What follows belongs to an exercise in optimizing a design on an open flow for a short achievable clock period and few clock cycles; a production flow would make more cautious choices.
The RTL was checked by simulation tests, not by an equivalence proof against the original design.
No activity file was given, so power comes from the tool's default toggle rates.

==> design.v <==
module Top (
    input	logic	rst,
    input	logic	clk,
    output	logic	halt,
    output	logic	err,
    output	logic	[31:0] imem_addr,
    input	logic	[31:0] imem_rdata,
    output	logic	[31:0] dmem_addr,
    output	logic	[31:0] dmem_wdata,
    output	logic	dmem_we,
    input	logic	[31:0] dmem_rdata
);
    localparam logic [31:0] EXIT = 32'h1000 + 32'h8080;
    logic [31:0] pc_f;
    logic        valid_e;
    logic [31:0] a_e, b_e, sd_e;
    logic        fwd_a_e, fwd_b_e, fwd_sd_e;
    logic [4:0]  sh_e;
    logic        s_add_e, s_sub_e, s_and_e, s_or_e, s_xor_e, s_nor_e;
    logic        s_slt_e, s_sltu_e, s_sll_e, s_srl_e, s_sra_e, s_lui_e;
    logic        wr_e, ld_e, st_e;
    logic [4:0]  wreg_e;
    logic        beq_e, bne_e, bgez_e, bltz_e, br_e, j_e, jr_e, pred_e;
    logic [31:0] tgt_e, pc4_e;
    logic        wr_m, ld_m, st_m;
    logic [4:0]  wreg_m;
    logic [31:0] alu_m, sd_m;
    logic        halt_r, err_r, magic_r;
    logic [31:0] rf [1:31];
    logic [31:0] res_m;
    assign res_m = ld_m ? dmem_rdata : alu_m;
    genvar gi;
    generate
        for (gi = 1; gi < 32; gi = gi + 1) begin : g_rf
            always_ff @(posedge clk) begin
                if (rst) begin
                    if (gi == 29)      rf[gi] <= 32'h8000;
                    else if (gi == 31) rf[gi] <= EXIT;
                    else               rf[gi] <= 32'h0;
                end else if (wr_m && wreg_m == gi) begin
                    rf[gi] <= res_m;
                end
            end
        end
    endgenerate
    logic [31:0] ins;
    logic [5:0]  op, fn;
    logic [4:0]  rs, rt, rd;
    logic [15:0] imm;
    logic [31:0] se;
    assign ins = imem_rdata;
    assign op  = ins[31:26];
    assign fn  = ins[5:0];
    assign rs  = ins[25:21];
    assign rt  = ins[20:16];
    assign rd  = ins[15:11];
    assign imm = ins[15:0];
    assign se  = {{16{imm[15]}}, imm};
    logic is_r, is_jr, is_addiu, is_andi, is_ori, is_xori, is_slti, is_sltiu, is_lui;
    logic is_lw, is_sw, is_beq, is_bne, is_regimm, is_j, is_br, is_ialu;
    logic is_shift;
    assign is_r      = op == 6'b000000;
    assign is_jr     = is_r && fn == 6'b001000;
    assign is_addiu  = op == 6'b001001;
    assign is_andi   = op == 6'b001100;
    assign is_ori    = op == 6'b001101;
    assign is_xori   = op == 6'b001110;
    assign is_slti   = op == 6'b001010;
    assign is_sltiu  = op == 6'b001011;
    assign is_lui    = op == 6'b001111;
    assign is_lw     = op == 6'b100011;
    assign is_sw     = op == 6'b101011;
    assign is_beq    = op == 6'b000100;
    assign is_bne    = op == 6'b000101;
    assign is_regimm = op == 6'b000001;
    assign is_j      = op == 6'b000010;
    assign is_br     = is_beq || is_bne || is_regimm;
    assign is_ialu   = is_addiu || is_andi || is_ori || is_xori || is_slti || is_sltiu || is_lui;
    assign is_shift  = is_r && (fn == 6'b000000 || fn == 6'b000010 || fn == 6'b000011);
    logic       wr_d, use_rs, use_rt, b_imm;
    logic [4:0] wreg_d;
    assign wreg_d = is_r ? rd : rt;
    assign wr_d   = ((is_r && !is_jr) || is_ialu || is_lw) && wreg_d != 5'd0;
    assign use_rs = !is_j && !is_shift && !is_lui;
    assign use_rt = is_r || is_beq || is_bne || is_sw;
    assign b_imm  = is_ialu || is_lw || is_sw;
    logic [31:0] ra, rb;
    logic        byp_a, byp_b;
    assign byp_a = wr_m && wreg_m == rs;
    assign byp_b = wr_m && wreg_m == rt;
    assign ra = byp_a ? res_m : (rs == 5'd0 ? 32'h0 : rf[rs]);
    assign rb = byp_b ? res_m : (rt == 5'd0 ? 32'h0 : rf[rt]);
    logic m_rs_e, m_rt_e, stall;
    assign m_rs_e = valid_e && wr_e && wreg_e == rs;
    assign m_rt_e = valid_e && wr_e && wreg_e == rt;
    assign stall  = ld_e && ((use_rs && m_rs_e) || (use_rt && m_rt_e));
    logic [31:0] pc4_f, btgt_f, jtgt_f, ptgt_f;
    logic        pred_f;
    logic [16:0] lo_sum;
    logic [13:0] hi_inc, hi_dec, hi_sel;
    assign pc4_f  = pc_f + 32'd4;
    assign lo_sum = {1'b0, pc4_f[17:2]} + {1'b0, imm};
    assign hi_inc = pc4_f[31:18] + 14'd1;
    assign hi_dec = pc4_f[31:18] - 14'd1;
    always_comb begin
        case ({lo_sum[16], imm[15]})
            2'b10:   hi_sel = hi_inc;
            2'b01:   hi_sel = hi_dec;
            default: hi_sel = pc4_f[31:18];
        endcase
    end
    assign btgt_f = {hi_sel, lo_sum[15:0], 2'b00};
    assign jtgt_f = {pc_f[31:28], ins[25:0], 2'b00};
    assign pred_f = is_j || (is_br && imm[15]);
    assign ptgt_f = is_j ? jtgt_f : btgt_f;
    logic [31:0] a, b, sdv, alu_e;
    assign a   = fwd_a_e ? alu_m : a_e;
    assign b   = fwd_b_e ? alu_m : b_e;
    assign sdv = fwd_sd_e ? alu_m : sd_e;
    logic [31:0] sum, dif, sra_v;
    assign sra_v = $signed(b) >>> sh_e;
    logic        lt_s, lt_u;
    assign sum  = a + b;
    assign dif  = a - b;
    assign lt_u = a < b;
    assign lt_s = $signed(a) < $signed(b);
    always_comb begin
        alu_e = ({32{s_add_e}}  & sum)
              | ({32{s_sub_e}}  & dif)
              | ({32{s_and_e}}  & (a & b))
              | ({32{s_or_e}}   & (a | b))
              | ({32{s_xor_e}}  & (a ^ b))
              | ({32{s_nor_e}}  & ~(a | b))
              | ({32{s_slt_e}}  & {31'b0, lt_s})
              | ({32{s_sltu_e}} & {31'b0, lt_u})
              | ({32{s_sll_e}}  & (b << sh_e))
              | ({32{s_srl_e}}  & (b >> sh_e))
              | ({32{s_sra_e}}  & sra_v)
              | ({32{s_lui_e}}  & b);
    end
    logic eq, taken, mispred, redirect;
    logic [31:0] rtgt;
    assign eq       = a == b;
    assign taken    = (beq_e && eq) || (bne_e && !eq) || (bgez_e && !a[31]) || (bltz_e && a[31]);
    assign mispred  = valid_e && br_e && (taken != pred_e);
    assign redirect = mispred || (valid_e && jr_e);
    assign rtgt     = jr_e ? a : (pred_e ? pc4_e : tgt_e);
    logic halt_c;
    always_comb begin
        if (jr_e)
            halt_c = a == EXIT;
        else if (j_e || (br_e && taken))
            halt_c = tgt_e == EXIT;
        else
            halt_c = pc4_e == EXIT;
        halt_c = halt_c && valid_e;
    end
    always_ff @(posedge clk) begin
        if (rst)           pc_f <= 32'h1000;
        else if (redirect) pc_f <= rtgt;
        else if (stall)    pc_f <= pc_f;
        else if (pred_f)   pc_f <= ptgt_f;
        else               pc_f <= pc4_f;
    end
    always_ff @(posedge clk) begin
        valid_e <= !(rst || redirect || stall);
        a_e     <= ra;
        b_e     <= b_imm ? (is_lui ? {imm, 16'h0} : se) : rb;
        sd_e    <= rb;
        fwd_a_e <= m_rs_e;
        fwd_b_e <= m_rt_e && !b_imm;
        fwd_sd_e <= m_rt_e;
        sh_e    <= ins[10:6];
        s_add_e  <= (is_r && (fn == 6'b100000 || fn == 6'b100001)) || is_addiu || is_lw || is_sw;
        s_sub_e  <= is_r && fn == 6'b100011;
        s_and_e  <= (is_r && fn == 6'b100100) || is_andi;
        s_or_e   <= (is_r && fn == 6'b100101) || is_ori;
        s_xor_e  <= (is_r && fn == 6'b100110) || is_xori;
        s_nor_e  <= is_r && fn == 6'b100111;
        s_slt_e  <= (is_r && fn == 6'b101010) || is_slti;
        s_sltu_e <= (is_r && fn == 6'b101011) || is_sltiu;
        s_sll_e  <= is_r && fn == 6'b000000;
        s_srl_e  <= is_r && fn == 6'b000010;
        s_sra_e  <= is_r && fn == 6'b000011;
        s_lui_e  <= is_lui;
        wr_e    <= wr_d;
        ld_e    <= is_lw && !(rst || redirect || stall);
        st_e    <= is_sw;
        wreg_e  <= wreg_d;
        beq_e   <= is_beq;
        bne_e   <= is_bne;
        bgez_e  <= is_regimm && rt == 5'd1;
        bltz_e  <= is_regimm && rt != 5'd1;
        br_e    <= is_br;
        j_e     <= is_j;
        jr_e    <= is_jr;
        pred_e  <= pred_f;
        tgt_e   <= ptgt_f;
        pc4_e   <= pc4_f;
    end
    always_ff @(posedge clk) begin
        wr_m   <= !rst && valid_e && wr_e;
        ld_m   <= ld_e;
        st_m   <= !rst && valid_e && st_e;
        wreg_m <= wreg_e;
        alu_m  <= alu_e;
        sd_m   <= sdv;
    end
    logic magic_n;
    assign magic_n = (wr_m && wreg_m == 5'd2) ? (res_m == 32'h12345) : magic_r;
    always_ff @(posedge clk) begin
        if (rst) begin
            halt_r  <= 1'b0;
            err_r   <= 1'b0;
            magic_r <= 1'b0;
        end else begin
            magic_r <= magic_n;
            if (!halt_r) begin
                halt_r <= halt_c;
                err_r  <= halt_c && !magic_n;
            end
        end
    end
    assign halt       = halt_r;
    assign err        = err_r;
    assign imem_addr  = pc_f;
    assign dmem_addr  = alu_m;
    assign dmem_wdata = sd_m;
    assign dmem_we    = st_m;
endmodule
==> run.sh <==
#!/bin/bash
# synth_recipe.tcl (not shown) runs the flow's synth.tcl, then flattens the netlist and writes it again
# the make line also repeats each setting of config.mk as NAME=value (left out here)
make -C /OpenROAD-flow-scripts/flow DESIGN_CONFIG=/design/flow/config.mk WORK_HOME=/design/flow/orfs CLKGATE_MAP_FILE= SYNTH_SCRIPT=/design/flow/synth_recipe.tcl finish
==> config.mk <==
export PLATFORM = sky130hd
export DESIGN_NAME = Top
export DESIGN_NICKNAME = Top
export VERILOG_FILES = /design/flow/design.v
export SDC_FILE = /design/flow/constraint.sdc
export NUM_CORES = 4
export LEC_CHECK = 0
export CAP_MARGIN = 20
export CORE_MARGIN = 2
export CORE_UTILIZATION = 40
export SLEW_MARGIN = 20
==> constraint.sdc <==
create_clock -name core_clock -period 8.5 [get_ports {clk}]
set_input_delay 1.7000 -clock core_clock [delete_from_list [all_inputs] [get_ports {clk}]]
set_output_delay 1.7000 -clock core_clock [all_outputs]
set_load 0.01 [all_outputs]
==> impl_metrics.yaml <==
sta:
  min_period_ns: 7.28
  worstMarginPinSlew_ns: 1.35
  finClkSkew_ns: 0.0525
  setup_viol: 0
  rsz0062_at_grt: "false"
  timing.final.crit_share_pct: 85.6
  fmax_ghz: 0.137
  drv_slew: 0
  hold_viol_final: 0
  slew_headroom_pct: 9.75
  tns_ns: 0
final_layout:
  finalNetCount: 7976
  fill_cells: 16100
  layout-drive-gt1-share_pct: 10.4
  final_util_pct: 46.1
  synthToLayoutAreaGrowth_pct: 14.6
worst_setup_path:
  crit_required_ns: 9.21
  crit_type: "input pin to flop"
  critPathCaptureType: "flop"
  arrival_ns: 7.98
  startpoint_type: "input pin"
  cp_max_fo: 7
die:
  dieWidth_microns: 413
  fp.dieH_microns: 413
  core_sq_um: 167000
  die_area_sq_um: 171000
  num_rows: 150
  io_pins: 165
  start_util_pct: 40.2
min_path:
  hold_class: "flop to flop"
clocking:
  cts_tree: "done"
  post_cts_buffers: 0
  clock_sinks: 1294
  htreeDepth: 4
  max-clock-path-buffers: 3
  cts_root_buffer: "clkbuf_16"
  cts_resized: 0
  ctsHoldBuffers: 0
  cts_inserted_buffers: 147
  clkLatencyLatePin_ns: 0.82
  clk_pin_slew_ns: 0.06
power:
  p_leak_uw: 0.0254
  vdd_drop_max_uv: 190
  p_per_area_nw_per_um2: 192
global_route:
  grt_pass1_vias: 66400
  grt_util_met1_pct: 51.5
  grtUsageTotal_pct: 41.5
  use_met3_pct: 16.0
  grt_first_pass_wirelength_microns: 511000
  met2_usage_pct: 58.9
  gr-total-overflow: 0
  top_usage_layer: "met2"
  grt_max_degree: 238
  antenna_found_initial: 20
route:
  dr.pass1.iters: 12
  vias: 72500
  drc: 0
  routedWlPerCell_microns: 36.5
  drt_first_iter_violations: 14600
  wl_microns: 370000
  ant_nets: 0
  avgViaCountPerCell: 7.16
yosys:
  syn-cell-area_sq_um: 67000
  syn_nets: 8233
  dominantRegCellSynth: "dfxtp_1"
  synth_cell_types: 100
  synth-seq-cells: 1294
  synth_edf_count: 0
  syn_inst: 8043
  syn_area_per_cell_sq_um: 8.33
  seq_area_frac_synth_pct: 38.6
  ys_warn_count: 34
  async_reset_ff_share_pct: 0
place:
  hpwl_microns: 230000
  gp_congestion: 1.03
  port_buffers: 164
run_status:
  status: "timing/DRC/antenna clean"
run:
  drv_cap: 0
[state kept, by name (all words and copies together) (netlist names), 5 cells and up]
name,count
rf,992
a_e,32
alu_m,32
b_e,32
pc4_e,32
pc_f,32
sd_e,32
sd_m,32
tgt_e,30
sh_e,5
wreg_e,5
wreg_m,5
[layout make-up]
class                   count  area (sq um)  share of cell area (%)
multi-input cells        5785         38600                    50.2
clock inverters            71           991                    1.29
clock buffers             197          4180                    5.44
inverters                 142           533                   0.694
diodes                      8          20.0                  0.0261
flip-flops and latches   1294         25900                    33.7
repair buffers            416          3850                    5.01
well taps                2204          2760                    3.59
[cells by family after synthesis]
logic type,Yosys count,share of synthesized area [%]
AO/OA/AOI/OAI,2871,31.2
XOR/XNOR,70,0.915
adder cells (fa/ha/maj),124,2.36
buffers and inverters,964,5.47
flip-flops,1294,38.6
multiplexers,311,5.48
AND/OR/NAND/NOR,2409,16.0
[cell usage after synthesis, types with 65 or more instances]
master,count,area share [%]
a22o_1,93,1.2
nand2_1,362,2.0
mux2i_1,196,2.9
a211oi_1,1038,12
dfxtp_1,1294,39
nor3_1,116,0.87
nand3_1,131,0.98
mux2_2,75,1.3
clkbuf_1,740,4.1
nor2_1,1337,7.5
o21ai_0,210,1.6
inv_1,135,0.76
a22oi_1,681,7.6
a222oi_1,65,0.97
nand4_1,189,1.8
ha_1,120,2.2
a221oi_1,127,1.7
a21oi_1,316,2.4
[per-stage QoR]
stage | setup WS, ns | hold slack, ns | instance area [sq um] | total power (uW) | instances
global route | 0.744 | 0.399 | 76800 | 15000 | 10100
global placement | 0.564 | 0.387 | 71300 | 7920 | 9828
CTS | 1.36 | 0.389 | 76500 | 14600 | 10100
floorplan | 1.77 | 0.346 | 67000 | 7230 | 8043
detailed placement | 0.569 | 0.381 | 71400 | 7930 | 9829
finish | 1.22 | 0.399 | 76800 | 14800 | 10100
[report_power, final]
part           switching, uW  leakage, uW  internal, uW
clock network           2840      0.00254          4010
registers                111       0.0105          6150
logic                   1160       0.0124           487
total                   4110       0.0254         10600
[worst paths after layout]
check | startpoint | end | slack, ns | depth (start not counted)
worst max register to register | pc_f[2] | pc_f[29] | 1.63 | 25
worst max-delay path | imem_rdata[0] | pc_f[29] | 1.22 | 26
worst min-delay path | wreg_e[1] | wreg_m[1] | 0.40 | 0
worst min register to register | wreg_e[1] | wreg_m[1] | 0.40 | 0
[cells in the final DEF, fill, tap and decap left out, drive strengths merged, types with 117 or more instances in the layout]
cell type      count
inv              147
buf              254
nand2            362
ha               120
a221oi           128
clkdlybuf4s50    161
clkbuf           198
o21ai            218
mux2i            199
nand3            131
a21oi            317
dfxtp           1294
nand4            191
a211oi          1039
nor2            1337
a22oi            681
nor3             117
[metal layers]
layer | vias to the layer above | routed length, microns
met5 | - | 379
met4 | 22 | 31800
met3 | 1890 | 55000
met2 | 6335 | 148000
met1 | 34300 | 134000
li1 | 29900 | -
[worst max-delay path: stages]
cell and delay, ns:
clkdlybuf4s50_1 0.53, ha_1 0.26, inv_1 0.08, fa_1 0.21, nor2b_1 0.05, o21ai_0 0.22
a21oi_1 0.13, o21ai_0 0.35, a211oi_1 0.20, o21ai_0 0.42, a21oi_1 0.19, a21o_1 0.22
a21o_1 0.17, a21oi_1 0.28, ha_1 0.40, ha_1 0.34, and3_1 0.19, o41ai_1 0.06
o211ai_1 0.26, o221ai_1 0.32, a221oi_1 0.19, a221oi_2 0.48, o21ai_2 0.12, a211oi_2 0.26
xnor2_1 0.10, o32ai_1 0.24
Testbench counts, summed over its fixed seeds: cycles 24,664.

## what the ideal ports hide
Ports are ideal in the flow. The routed layout listed here was re-timed in OpenROAD.
Step 1 (the two cells are an assumption about what drives the block):
set clk [get_ports {clk}]
set_driving_cell -lib_cell sky130_fd_sc_hd__clkbuf_16 $clk
set_driving_cell -lib_cell sky130_fd_sc_hd__buf_2 [delete_from_list [all_inputs] $clk]
Step 2, shift: input delay + t, output delay - t, t = (earliest + latest rising clock arrival at the registers) / 2. This alone moves slack from input paths to output paths.
Three values: ideal, step 1, step 2; two values: the first two.
t (ns): 0.879
setup slack, ns: 1.221 / 1.279 / 0.400
hold WS [ns]: 0.399 / 0.399 / 0.399
worst register clock-pin slew, ns: 0.07 / 0.07
cell pins on the clock port's net: 1
After both steps this run still meets setup and hold. For this run, drivers alone change the setup slack by +0.058 ns; drivers and shift together by -0.821 ns.
